Source: an optimization exercise on an open RTL-to-GDS flow (aim: small area). Production flows keep margins and buffers that such runs may drop.
RTL that was checked went through simulation tests only; none was proved equivalent to the original.
The RTL of run 1 was laid out without a check of its function.
Power is estimated from default activity; no workload was simulated.

===== flow/config.mk =====
export PLATFORM = sky130hd
export DESIGN_NAME = main
export DESIGN_NICKNAME = main
export VERILOG_FILES = /design/flow/design.v
export SDC_FILE = /design/flow/constraint.sdc
export NUM_CORES = 4
export LEC_CHECK = 0
export CAP_MARGIN = 20
export CORE_MARGIN = 2
export CORE_UTILIZATION = 35
export CTS_BUF_LIST = sky130_fd_sc_hd__clkbuf_8
export CTS_CLUSTER_DIAMETER = 200
export CTS_CLUSTER_SIZE = 30
export SLEW_MARGIN = 20

===== flow/constraint.sdc =====
create_clock -name core_clock -period 20.0 [get_ports {CLK}]
set_input_delay 4.0000 -clock core_clock [delete_from_list [all_inputs] [get_ports {CLK}]]
set_output_delay 4.0000 -clock core_clock [all_outputs]
set_load 0.01 [all_outputs]

===== flow/design.v =====
module main(
    input [1:0] A,
    input [1:0] B,
    output [1:0] S,
    input Cin,
    output Cout,
    input CLK,
    input RST,
    output [11:8] SF_D,
    output LCD_E,
    output LCD_RS,
    output LCD_RW,
    output LCD_Enable
    );
  assign LCD_Enable = 1'b1;
  assign LCD_RW = 1'b0;
  assign {Cout, S} = A + B + Cin;
  reg [11:0] h;
  reg [8:0] U;
  wire done = U[8] & U[7];
  wire [12:0] hcy;
  assign hcy[0] = 1'b1;
  genvar gi;
  generate for (gi = 0; gi < 12; gi = gi + 1) begin : hcg
    assign hcy[gi+1] = hcy[gi] & h[gi];
  end endgenerate
  wire hw = hcy[12];                         
  wire irr = (U[0] & ~U[1] & U[2] & ~U[3] & U[4] & U[5] & U[6] & ~U[7] & U[8]);             
  wire [11:0] reload = irr ? 12'd255 : 12'd1091;
  wire [9:0] ucy;
  assign ucy[0] = hw;
  assign ucy[1] = hw & U[0] & ~done;
  generate for (gi = 1; gi < 9; gi = gi + 1) begin : ucg
    assign ucy[gi+1] = ucy[gi] & U[gi];
  end endgenerate
  wire lo = (h[11] | (h[10] & (h[9] | (h[8] | (h[7] | (h[6] & (h[5] | (h[4] & (h[3] & (h[2] & (h[1] | 1'b1)))))))))));
  wire eh = ((h[11] | (h[10] & (h[9] | (h[8] | (h[7] | (h[6] & (h[5] | (h[4] | (h[3] & (h[2] | (h[1] | 1'b1))))))))))) & ~lo) | ((h[11] | (h[10] & (h[9] | (h[8] | (h[7] & (h[6] | (h[5] | (h[4] | (h[3] & (h[2] & (h[1] & 1'b1))))))))))) & ~(h[11] | (h[10] & (h[9] | (h[8] | (h[7] & (h[6] | (h[5] & (h[4] | (h[3] | (h[2] & (h[1] & h[0]))))))))))));
  wire cmd = (U[8:2][0] & U[8:2][1] & U[8:2][2] & ~U[8:2][3] & U[8:2][4] & ~U[8:2][5] & U[8:2][6]);         
  wire clr = (U[8:5][0] & U[8:5][1] & ~U[8:5][2] & U[8:5][3]);      
  wire wr = done & U[0];                     
  wire hold = wr & lo;                       
  wire [2:0] dat = U[3:1];
  always @(posedge CLK) begin
    if (RST) begin
      h <= 12'd1646;
      U <= 9'd27;
    end else begin
      h <= hw ? reload : h ^ hcy[11:0];
      U[0] <= U[0] ^ ucy[0];
      U[8:4] <= U[8:4] ^ ucy[8:4];
      if (done & ~hold) U[3:1] <= {Cout, S};
      else U[3:1] <= U[3:1] ^ ucy[3:1];
    end
  end
  wire p123 = ((~U[0] & ~U[1] & U[2] & ~U[3] & U[4] & ~U[5] & ~U[6] & ~U[7] & U[8]) & ((h[11] & (h[10] & (h[9] | (h[8] & (h[7] | (h[6] & (h[5] | (h[4] | (h[3] & (h[2] | (h[1] & 1'b1))))))))))) & ~(h[11] & (h[10] & (h[9] | (h[8] & (h[7] | (h[6] & (h[5] | (h[4] & (h[3] | (h[2] & (h[1] & 1'b1))))))))))))) | ((~U[0] & ~U[1] & ~U[2] & U[3] & U[4] & ~U[5] & U[6] & ~U[7] & U[8]) & ((h[11] & (h[10] & (h[9] & (h[8] & (h[7] & (h[6] & (h[5] & (h[4] | (h[3] & (h[2] | (h[1] & 1'b1))))))))))) & ~(h[11] & (h[10] & (h[9] & (h[8] & (h[7] & (h[6] & (h[5] & (h[4] & (h[3] | (h[2] & (h[1] & 1'b1))))))))))))) | ((~U[0] & U[1] & ~U[2] & U[3] & U[4] & ~U[5] & U[6] & ~U[7] & U[8]) & ((h[11] & (h[10] & (h[9] | (h[8] | (h[7] | (h[6] | (h[5] | (h[4] | (h[3] | (h[2] & (h[1] | 1'b1))))))))))) & ~(h[11] & (h[10] & (h[9] | (h[8] | (h[7] | (h[6] | (h[5] | (h[4] & (h[3] | (h[2] | (h[1] | 1'b1)))))))))))));
  wire p4 = ((U[0] & U[1] & ~U[2] & U[3] & U[4] & ~U[5] & U[6] & ~U[7] & U[8]) & ((h[11] & (h[10] | (h[9] | (h[8] | (h[7] | (h[6] | (h[5] & (h[4] | (h[3] | (h[2] | (h[1] & h[0]))))))))))) & ~(h[11] & (h[10] | (h[9] | (h[8] | (h[7] | (h[6] | (h[5] & (h[4] | (h[3] & (h[2] & (h[1] & h[0])))))))))))));
  wire d2 = ((U[0] & U[1] & ~U[2] & U[3] & U[4] & ~U[5] & U[6] & ~U[7] & U[8]) & (h[11] & (h[10] | (h[9] | (h[8] | (h[7] | (h[6] | (h[5] & (h[4] | (h[3] | (h[2] | (h[1] & h[0])))))))))))) | ((~U[0] & ~U[1] & U[2] & U[3] & U[4] & ~U[5] & U[6] & ~U[7] & U[8]) & ~lo);    
  wire tail = (U[0] & U[1] & U[2] & U[3] & U[4] & U[5] & U[6] & ~U[7] & U[8]) & (h[11] & (h[10] & (h[9] & (h[8] & (h[7] & (h[6] & (h[5] & (h[4] & (h[3] & (h[2] & (h[1] & 1'b1)))))))))));
  assign LCD_E = p123 | p4 | ((cmd | done) & eh);
  assign LCD_RS = wr;
  assign SF_D[11] = (cmd & lo & ~U[0]) | (done & ~U[0] & ~lo);
  assign SF_D[10] = (cmd & lo & (U[1] ^ U[0])) | (hold & dat[2]);
  assign SF_D[9] = p123 | d2 | ((U[0] & ~U[1] & U[2] & U[3] & U[4] & ~U[5] & U[6] & ~U[7] & U[8]) & lo) | (wr & (~lo | dat[1]));
  assign SF_D[8] = p123 | ((U[0] & U[1] & U[2] & U[3] & U[4] & ~U[5] & U[6] & ~U[7] & U[8]) & lo) | (clr & ~tail) | (wr & (~lo | dat[0]));
endmodule

===== flow/flow/run.sh =====
#!/bin/bash
# Own layout flow: the standard flow (standard.sh) with three changes:
#  - synthesis maps logic with an area-oriented ABC script and without the adder-cell
#    pre-mapping (the rest of synth_recipe.tcl, register naming, flatten and rename, is unchanged);
#  - ports are buffered with sky130_fd_sc_hd__buf_1;
#  - clock tree synthesis uses small clock buffers.
set -euo pipefail
W=$PWD
F=$FLOW_HOME
sed "s#^source \$::env(SCRIPTS_DIR)/synth_preamble.tcl#&\nset abc_args [lreplace \$abc_args 1 1 $W/flow/area.abc]#" \
  "$F/scripts/synth.tcl" > "$W/area_synth.tcl"
grep -q "flow/area.abc" "$W/area_synth.tcl"
sed "s#\$::env(SCRIPTS_DIR)/synth.tcl#$W/area_synth.tcl#" "$W/synth_recipe.tcl" > "$W/area_synth_recipe.tcl"
grep -q "area_synth.tcl" "$W/area_synth_recipe.tcl"
bash "$W/standard.sh" \
  SYNTH_SCRIPT="$W/area_synth_recipe.tcl" \
  ADDER_MAP_FILE= \
  BUFFER_PORTS_ARGS="-buffer_cell sky130_fd_sc_hd__buf_1" \
  finish > "$W/make.log" 2>&1

===== flow/flow/area.abc =====
strash
&get -n
&st
&syn2
&dch -f
&nf -a -R 1000
&put
mfs2 -W 20 -M 10000
strash
&get -n
&st
&syn2
&dch -f
&nf -a -R 1000
&put
mfs2 -W 20 -M 10000
strash
&get -n
&st
&dch -f
&nf -a -R 1000
&put

===== flow/standard.sh =====
#!/bin/bash
# synth_recipe.tcl (not shown) runs the flow's synth.tcl, then flattens the netlist and writes it again
# the make line also repeats each setting of config.mk as NAME=value (left out here)
make -C /OpenROAD-flow-scripts/flow DESIGN_CONFIG=/design/flow/config.mk WORK_HOME=/design/flow/orfs CLKGATE_MAP_FILE= SYNTH_SCRIPT=/design/flow/synth_recipe.tcl "${@:-finish}"

==> results of run 1 <==
[registers in the layout (all words and copies together), names as in the netlist]
register  count
U             9
h            12
[synth_stat cells, drive strengths merged]
cell	count
a21oi	15
a221o	1
a221oi	3
a22oi	1
a31o	1
a31oi	2
and2	2
and3	5
and4	1
buf	2
clkinv	3
conb	2
dfxtp	21
maj3	2
nand2	15
nand2b	5
nand3	10
nand4	5
nand4b	1
nor2	19
nor2b	2
nor3	13
nor3b	1
nor4	3
nor4b	1
o211ai	2
o21ai	11
o21bai	3
o311ai	1
o41ai	1
or3	2
or4	1
xnor2	5
xor2	3
[critical path, delay by kind of cell]
family,cells,cell delay [ns]
AO/OA/AOI/OAI,1,0.24
buffers and inverters,2,0.29
adder cells (fa/ha/maj),2,0.82
[per-layer routing]
metal,vias to the layer above,global-route usage [%]
met5,-,0
met4,0,5.71
met3,5,2.86
met2,46,24.1
met1,580,21.5
li1,647,-
[layout make-up]
type                    instances  share of cell area (%)
clock buffers                   3                    2.99
clock inverters                 1                   0.362
inverters                       3                   0.815
multi-input cells             139                    56.6
flip-flops and latches         21                    30.4
well taps                      46                    4.17
repair buffers                 16                    4.62
[final timing paths]
check             cells past startpoint  start  endpoint  slack [ns]
setup / recovery                      5   B[0]      S[1]       10.65
hold / removal                        1   h[0]      h[0]        0.49
setup reg to reg                     10   h[2]      U[7]       17.52
hold reg to reg                       1   h[0]      h[0]        0.49
[per-stage QoR]
stage          utilization, %  setup slack (ns)  power [W]  cells
2_1_floorplan               -             10.82  0.0000515    165
3_3_place_gp             39.7             10.72  0.0000541    225
3_5_place_dp             39.7             10.66  0.0000543    225
4_1_cts                  41.1             10.66  0.0000828    229
5_1_grt                  41.1             10.59  0.0000860    229
6_report                 41.1             10.65  0.0000823    229
[logic make-up (layout without fill, tap and decap cells)]
group                      Yosys count  after routing
AOI/OAI and AO/OA                   41             41
other                                2              2
adders and majority gates            2              2
DFF                                 21             21
and+or+nand+nor                     86             86
buffers and inverters                5             23
xor gates and xnor gates             8              8
[placed cells by master, fill, tap and decap left out, drive strengths merged, types with 2 or more instances in the layout]
cell type and instances:
a21oi 15, a221oi 3, a31oi 2, and2 2, and3 5, buf 16
clkbuf 3, clkinv 4, conb 2, dfxtp 21, maj3 2, nand2 15
nand2b 5, nand3 10, nand4 5, nor2 19, nor2b 2, nor3 13
nor4 3, o211ai 2, o21ai 11, o21bai 3, or3 2, xnor2 5
xor2 3
[report_power, final]
group          internal, W  leakage [nW]   total (W)  switching, W
clock network    0.0000139        0.0255   0.0000288     0.0000149
logic           0.00000320         0.254  0.00000782    0.00000462
registers        0.0000431         0.171   0.0000456    0.00000256
total            0.0000602         0.450   0.0000823     0.0000221
==> flow_summary.ini, run 1 <==
[grt]
grt_max_degree = 20
grt_antenna_before_repair = 0
grt_usage_pct = 15.5
first_global_vias = 1123
grt_pass1_wl_mm = 5.07
grt_overflow_total = 0

[route]
drc = 0
drt_iter0_markers = 77
route.met3.wl_um = 185
met2_length_mm = 1.38
dr.pass1.iters = 4
ant_nets = 0
viasPerCell = 5.58
vias = 1278
top_layer = met4
wirelength_met1_mm = 1.40
routedWlPerCell_um = 13.1
wirelength_mm = 3.01

[setup_path]
worstPathCellList = buf_1 > maj3_1 > maj3_1 > o21ai_0 > buf_1
endpoint_kind = primary output
critPathSlowestCell = maj3_1
cp_max_fo = 4
crit_required_ns = 16.00
path_class = primary input to primary output
cpPeakStageDelay_ns = 0.41
start_kind = primary input
arrival_ns = 5.35

[layout]
drive_above_1_share_pct = 2.73
multi_input_area_um2 = 782
diodes = 0
fill_cells = 383
final_area_um2 = 1380
regArea_um2 = 420
nNetsFinal = 191
syn2layout_area_growth_pct = 12.4

[clock_tree]
cts-buffers-inserted = 3
clock_latency_ns = 0.27
cts_tree = yes
root_buffer = clkbuf_8
clk_pin_slew_ns = 0.08
clockBufferDepth = 2
cts_hold_buf = 0
htreeDepth = 1
cts_resized = 0
cts.sinks = 21
cts_setup_buffers = 0

[floorplan]
start_util_pct = 36.5
fp.dieArea_um2 = 4000
die_h_um = 63.3
core_area_um2 = 3360
io_pins = 18
core.rowCount = 21
die_w_um = 63.3

[synthesis]
syn-num-nets = 172
yosysWarnings = 1
synth-seq-cells = 21
synth.top_cell.area_share_pct = 34.2
synthCells = 165
synth_compound_area_share_pct = 20.4
synth_adder_area_share_pct = 1.63
ys_types = 34
yosys.area_share.simple_pct = 35.3
syn_area_um2 = 1230
yosysTopAreaCell = dfxtp_1
yosys-top-cells-area = dfxtp_1 (34%), a21oi_1 (6.1%), nor2_1 (5.8%), nor3_1 (5.3%), nand2_1 (4.6%)
synth_xor_area_share_pct = 5.70
synth_mux_area_share_pct = 0
synth_top_family_by_area = simple AND/OR/NAND/NOR gates
synth.avg_cell_area_um2 = 7.45
synth-seq-area-share_pct = 34.2

[place]
gp_congestion = 0.907
port-buffer-count = 15
dpl_cell_area_um2 = 1340
dp_hpwl_mm = 2.17

[run_status]
status = timing/DRC/antenna clean

[flow_run]
drv_cap = 0

[sta]
period_minus_slack_ns = 9.35
finalSetupViolCount = 0
fin_skew_ns = 0.00427
fin_setup_tns_ns = 0
max_slew.worst_pin.slew_ns = 0.791
whs_ns = 0.493
grt_setup_unrepaired = false
max_slew_margin_pct = 47.3
maxSlewViolCount = 0
fin_crit_sh_pct = 46.8
hold_viol_final = 0
max_freq_mhz = 107

[power_and_ir_drop]
max-vdd-ir-drop_mv = 0.0293
powerDensity_nw_per_um2 = 59.6
leakagePower_nw = 0.450

[min_path]
hold_path.class = flop to flop
==> run 2: changes to the inputs <==
--- a/flow/design.v
+++ b/flow/design.v
@@ -25,7 +25,7 @@
     assign hcy[gi+1] = hcy[gi] & h[gi];
   end endgenerate
   wire hw = hcy[12];                         
-  wire irr = (U[0] & ~U[1] & U[2] & ~U[3] & U[4] & U[5] & U[6] & ~U[7] & U[8]);             
+  wire irr = (U[0] & ~U[1] & ~U[2] & ~U[3] & U[4] & U[5] & U[6] & ~U[7] & U[8]);             
   wire [11:0] reload = irr ? 12'd255 : 12'd1091;
   wire [9:0] ucy;
   assign ucy[0] = hw;
@@ -35,8 +35,8 @@
   end endgenerate
   wire lo = (h[11] | (h[10] & (h[9] | (h[8] | (h[7] | (h[6] & (h[5] | (h[4] & (h[3] & (h[2] & (h[1] | 1'b1)))))))))));
   wire eh = ((h[11] | (h[10] & (h[9] | (h[8] | (h[7] | (h[6] & (h[5] | (h[4] | (h[3] & (h[2] | (h[1] | 1'b1))))))))))) & ~lo) | ((h[11] | (h[10] & (h[9] | (h[8] | (h[7] & (h[6] | (h[5] | (h[4] | (h[3] & (h[2] & (h[1] & 1'b1))))))))))) & ~(h[11] | (h[10] & (h[9] | (h[8] | (h[7] & (h[6] | (h[5] & (h[4] | (h[3] | (h[2] & (h[1] & h[0]))))))))))));
-  wire cmd = (U[8:2][0] & U[8:2][1] & U[8:2][2] & ~U[8:2][3] & U[8:2][4] & ~U[8:2][5] & U[8:2][6]);         
-  wire clr = (U[8:5][0] & U[8:5][1] & ~U[8:5][2] & U[8:5][3]);      
+  wire cmd = (U[2] & U[3] & U[4] & ~U[5] & U[6] & ~U[7] & U[8]);         
+  wire clr = (U[5] & U[6] & ~U[7] & U[8]);      
   wire wr = done & U[0];                     
   wire hold = wr & lo;                       
   wire [2:0] dat = U[3:1];
--- a/flow/config.mk
+++ b/flow/config.mk
@@ -8,7 +8,4 @@
 export CAP_MARGIN = 20
 export CORE_MARGIN = 2
 export CORE_UTILIZATION = 35
-export CTS_BUF_LIST = sky130_fd_sc_hd__clkbuf_8
-export CTS_CLUSTER_DIAMETER = 200
-export CTS_CLUSTER_SIZE = 30
 export SLEW_MARGIN = 20
==> flow_summary.ini, run 2 <==
[layout]
fin_cells = 231
syn2layout_area_growth_pct = 10.1
largest_register_ffs = 12
final_common_cell = dfxtp_1
diodes = 0
largest_registers = h x12, U x9
drive_above_1_share_pct = 1.62
layout_common_cells = dfxtp_1 (21), nand2_1 (19), a21oi_1 (17), nor2_1 (17), buf_1 (15)
fill_cells = 387
nNetsFinal = 193
top_register = h

[min_path]
hold_start = h[0]
hold_depth = 1
hold_path.class = flop to flop
whs_endpoint = h[0]

[setup_path]
critPathSlowestCell = maj3_1
cpPeakStageDelay_ns = 0.41
endpoint_kind = primary output
arrival_ns = 5.32
r2r-end = U[4]
crit_required_ns = 16.00
cp_max_fo = 4
r2r_cells = 7
r2r_start = h[6]
start_kind = primary input
worstPathCellList = buf_1 > maj3_1 > maj3_1 > o21ai_0 > buf_1
r2r_slack_ns = 17.72
path_class = primary input to primary output

[synthesis]
synth-seq-cells = 21
synth_adder_area_share_pct = 1.61
synth_most_common_cell = dfxtp_1
ys_async_sr_fraction_pct = 0
synthFlopType = dfxtp_1
synth_mux_area_share_pct = 0.806
yosysWarnings = 1
synthCells = 168
yosys.area_share.simple_pct = 35.5
yosysTopAreaCell = dfxtp_1
synth.top_cell.area_share_pct = 33.8
yosys-top-cells-area = dfxtp_1 (34%), a21oi_1 (6.8%), nand2_1 (5.7%), xnor2_1 (5.6%), nor2_1 (5.1%)
synth_xor_area_share_pct = 7.05
synth_compound_area_share_pct = 19.0
syn-num-nets = 175
synth_top_family_by_area = simple AND/OR/NAND/NOR gates
synth.avg_cell_area_um2 = 7.40
synth-edff-count = 0
syn_area_um2 = 1240
synthTopCellsByCount = dfxtp_1 (21), nand2_1 (19), a21oi_1 (17), nor2_1 (17), nor3_1 (12)
ys_types = 34
synth-seq-area-share_pct = 33.8

[sta]
max_freq_mhz = 107
max_slew_margin_pct = 46.9
maxSlewViolCount = 0
grt_setup_unrepaired = false
finalSetupViolCount = 0
hold_viol_final = 0
period_minus_slack_ns = 9.32
fin_skew_ns = 0.00439
fin_crit_sh_pct = 46.6
fin_setup_tns_ns = 0
whs_ns = 0.502
max_slew.worst_pin.slew_ns = 0.797

[place]
port-buffer-count = 15
dp_hpwl_mm = 2.26
placed_cells = 227
gp_congestion = 0.936

[floorplan]
fp.dieArea_um2 = 4040
die_h_um = 63.6
core.rowCount = 21
core_area_um2 = 3360
die_w_um = 63.6
io_pins = 18
start_util_pct = 36.9

[grt]
grt_antenna_before_repair = 0
first_global_vias = 1156
grt_overflow_total = 0
grt_pass1_wl_mm = 5.22
grt_max_degree = 19
grt_usage_pct = 16.0

[clock_tree]
clock_latency_ns = 0.31
clk_pin_slew_ns = 0.12
cts-buffers-inserted = 3
cts.sinks = 21
cts_setup_buffers = 0
htreeDepth = 1
root_buffer = clkbuf_4
cts_hold_buf = 0
cts_tree = yes
cts_resized = 0
clockBufferDepth = 2

[route]
drc = 0
routedWlPerCell_um = 13.2
vias = 1289
ant_nets = 0
drt_iter0_markers = 70
viasPerCell = 5.58
dr.pass1.iters = 4
wirelength_mm = 3.05

[power_and_ir_drop]
leakagePower_nw = 0.441
max-vdd-ir-drop_mv = 0.0346
powerDensity_nw_per_um2 = 56.0

[flow_run]
drv_cap = 0

[run_status]
status = timing/DRC/antenna clean
## run 2: cell types whose count changed in the layout (fill, tap and decap cells not counted), moves of 3 or more
cell / previous run / this run
nand2_1: 15 / 19
xnor2_1: 5 / 8
o21bai_1: 3 / 0
clkbuf_8: 3 / 0
clkbuf_4: 0 / 3
## run 2: critical path: cells and delay by family
family	cells	cell delay (ns)
buffers and inverters	2	0.28
adder cells (fa/ha/maj)	2	0.81
AO/OA/AOI/OAI	1	0.23
## run 2: per-layer routing
layer  track usage (%)  vias up  share of wire (%)
met5                 0        -                  0
met4              4.35        0               0.62
met3              4.29        2                6.1
met2              23.6       41                 44
met1              22.8      602                 49
li1                  -      644                  -
## run 2: where the power goes
part           internal, W  switching [W]    total, W
Sequential       0.0000434     0.00000262   0.0000460
Combinational   0.00000390     0.00000582  0.00000972
Clock           0.00000779      0.0000131   0.0000209
Total            0.0000550      0.0000216   0.0000766
## run 2: cell type report
cell class / count / area (um^2) / share of cell area [%]
multi-input cells: 144 / 803 / 58.7
flip-flops and latches: 21 / 420 / 30.7
well taps: 46 / 57.6 / 4.21
repair buffers: 15 / 56.3 / 4.12
clock buffers: 4 / 26.3 / 1.92
inverters: 1 / 3.75 / 0.274
## run 2: logic make-up after synthesis
| group | Yosys count |
|---|---|
| simple gates | 89 |
| compound gates | 40 |
| flops | 21 |
| xor+xnor | 10 |
| buf+inv | 3 |
| fa+ha+maj | 2 |
| other cells | 2 |
| mux | 1 |
## run 2: worst max path at each step
stage          start  endpoint  slack, ns  cells after the start
3_3_place_gp     Cin      S[1]      10.73                      5
2_1_floorplan    Cin      S[1]      10.82                      3
4_1_cts          Cin      S[1]      10.68                      5
3_5_place_dp     Cin      S[1]      10.69                      5
5_1_grt          Cin      S[1]      10.57                      5
6_report         Cin      S[1]      10.68                      5
## run 2: per-stage QoR
stage / instance area, um^2 / setup WS (ns) / util [%] / total power [W]
floorplan: 1240 / 10.82 / - / 0.0000533
global placement: 1340 / 10.73 / 39.9 / 0.0000562
finish: 1370 / 10.68 / 40.7 / 0.0000766
global route: 1370 / 10.57 / 40.7 / 0.0000802
CTS: 1370 / 10.68 / 40.7 / 0.0000768
detailed placement: 1340 / 10.69 / 39.9 / 0.0000564

==> what the ideal ports hide <==
No port has a modelled driver above. Below, the same layouts with a new extraction and two added sets of constraints. Step 1 sets driving cells, clkbuf_16 on the clock port and buf_2 on the other inputs (assumed; they add their load-dependent delay and slew). Step 2 adds t to the input delays and takes it off the output delays; t is the mean of the earliest and latest rising clock arrival at the registers after step 1. Input paths then give back, and output paths get back, about the clock's delay inside the block. Slacks: no drivers / after step 1 / after step 2; pairs: no drivers / after step 1.
run | shift t [ns] | slack for setup (ns) | worst setup path at the end | worst slew at a driven data input, ns | cell pins on the clock port's net
run 1 | 0.288 | 10.648 / 10.626 / 10.626 | input to output | 0.03 | 1
run 2 | 0.328 | 10.685 / 10.665 / 10.665 | input to output | 0.03 | 1
After both steps setup and hold are still met in every run listed. The setup slack of run 1, which loses most, moves by -0.022 ns with the drivers and by -0.022 ns with both steps.
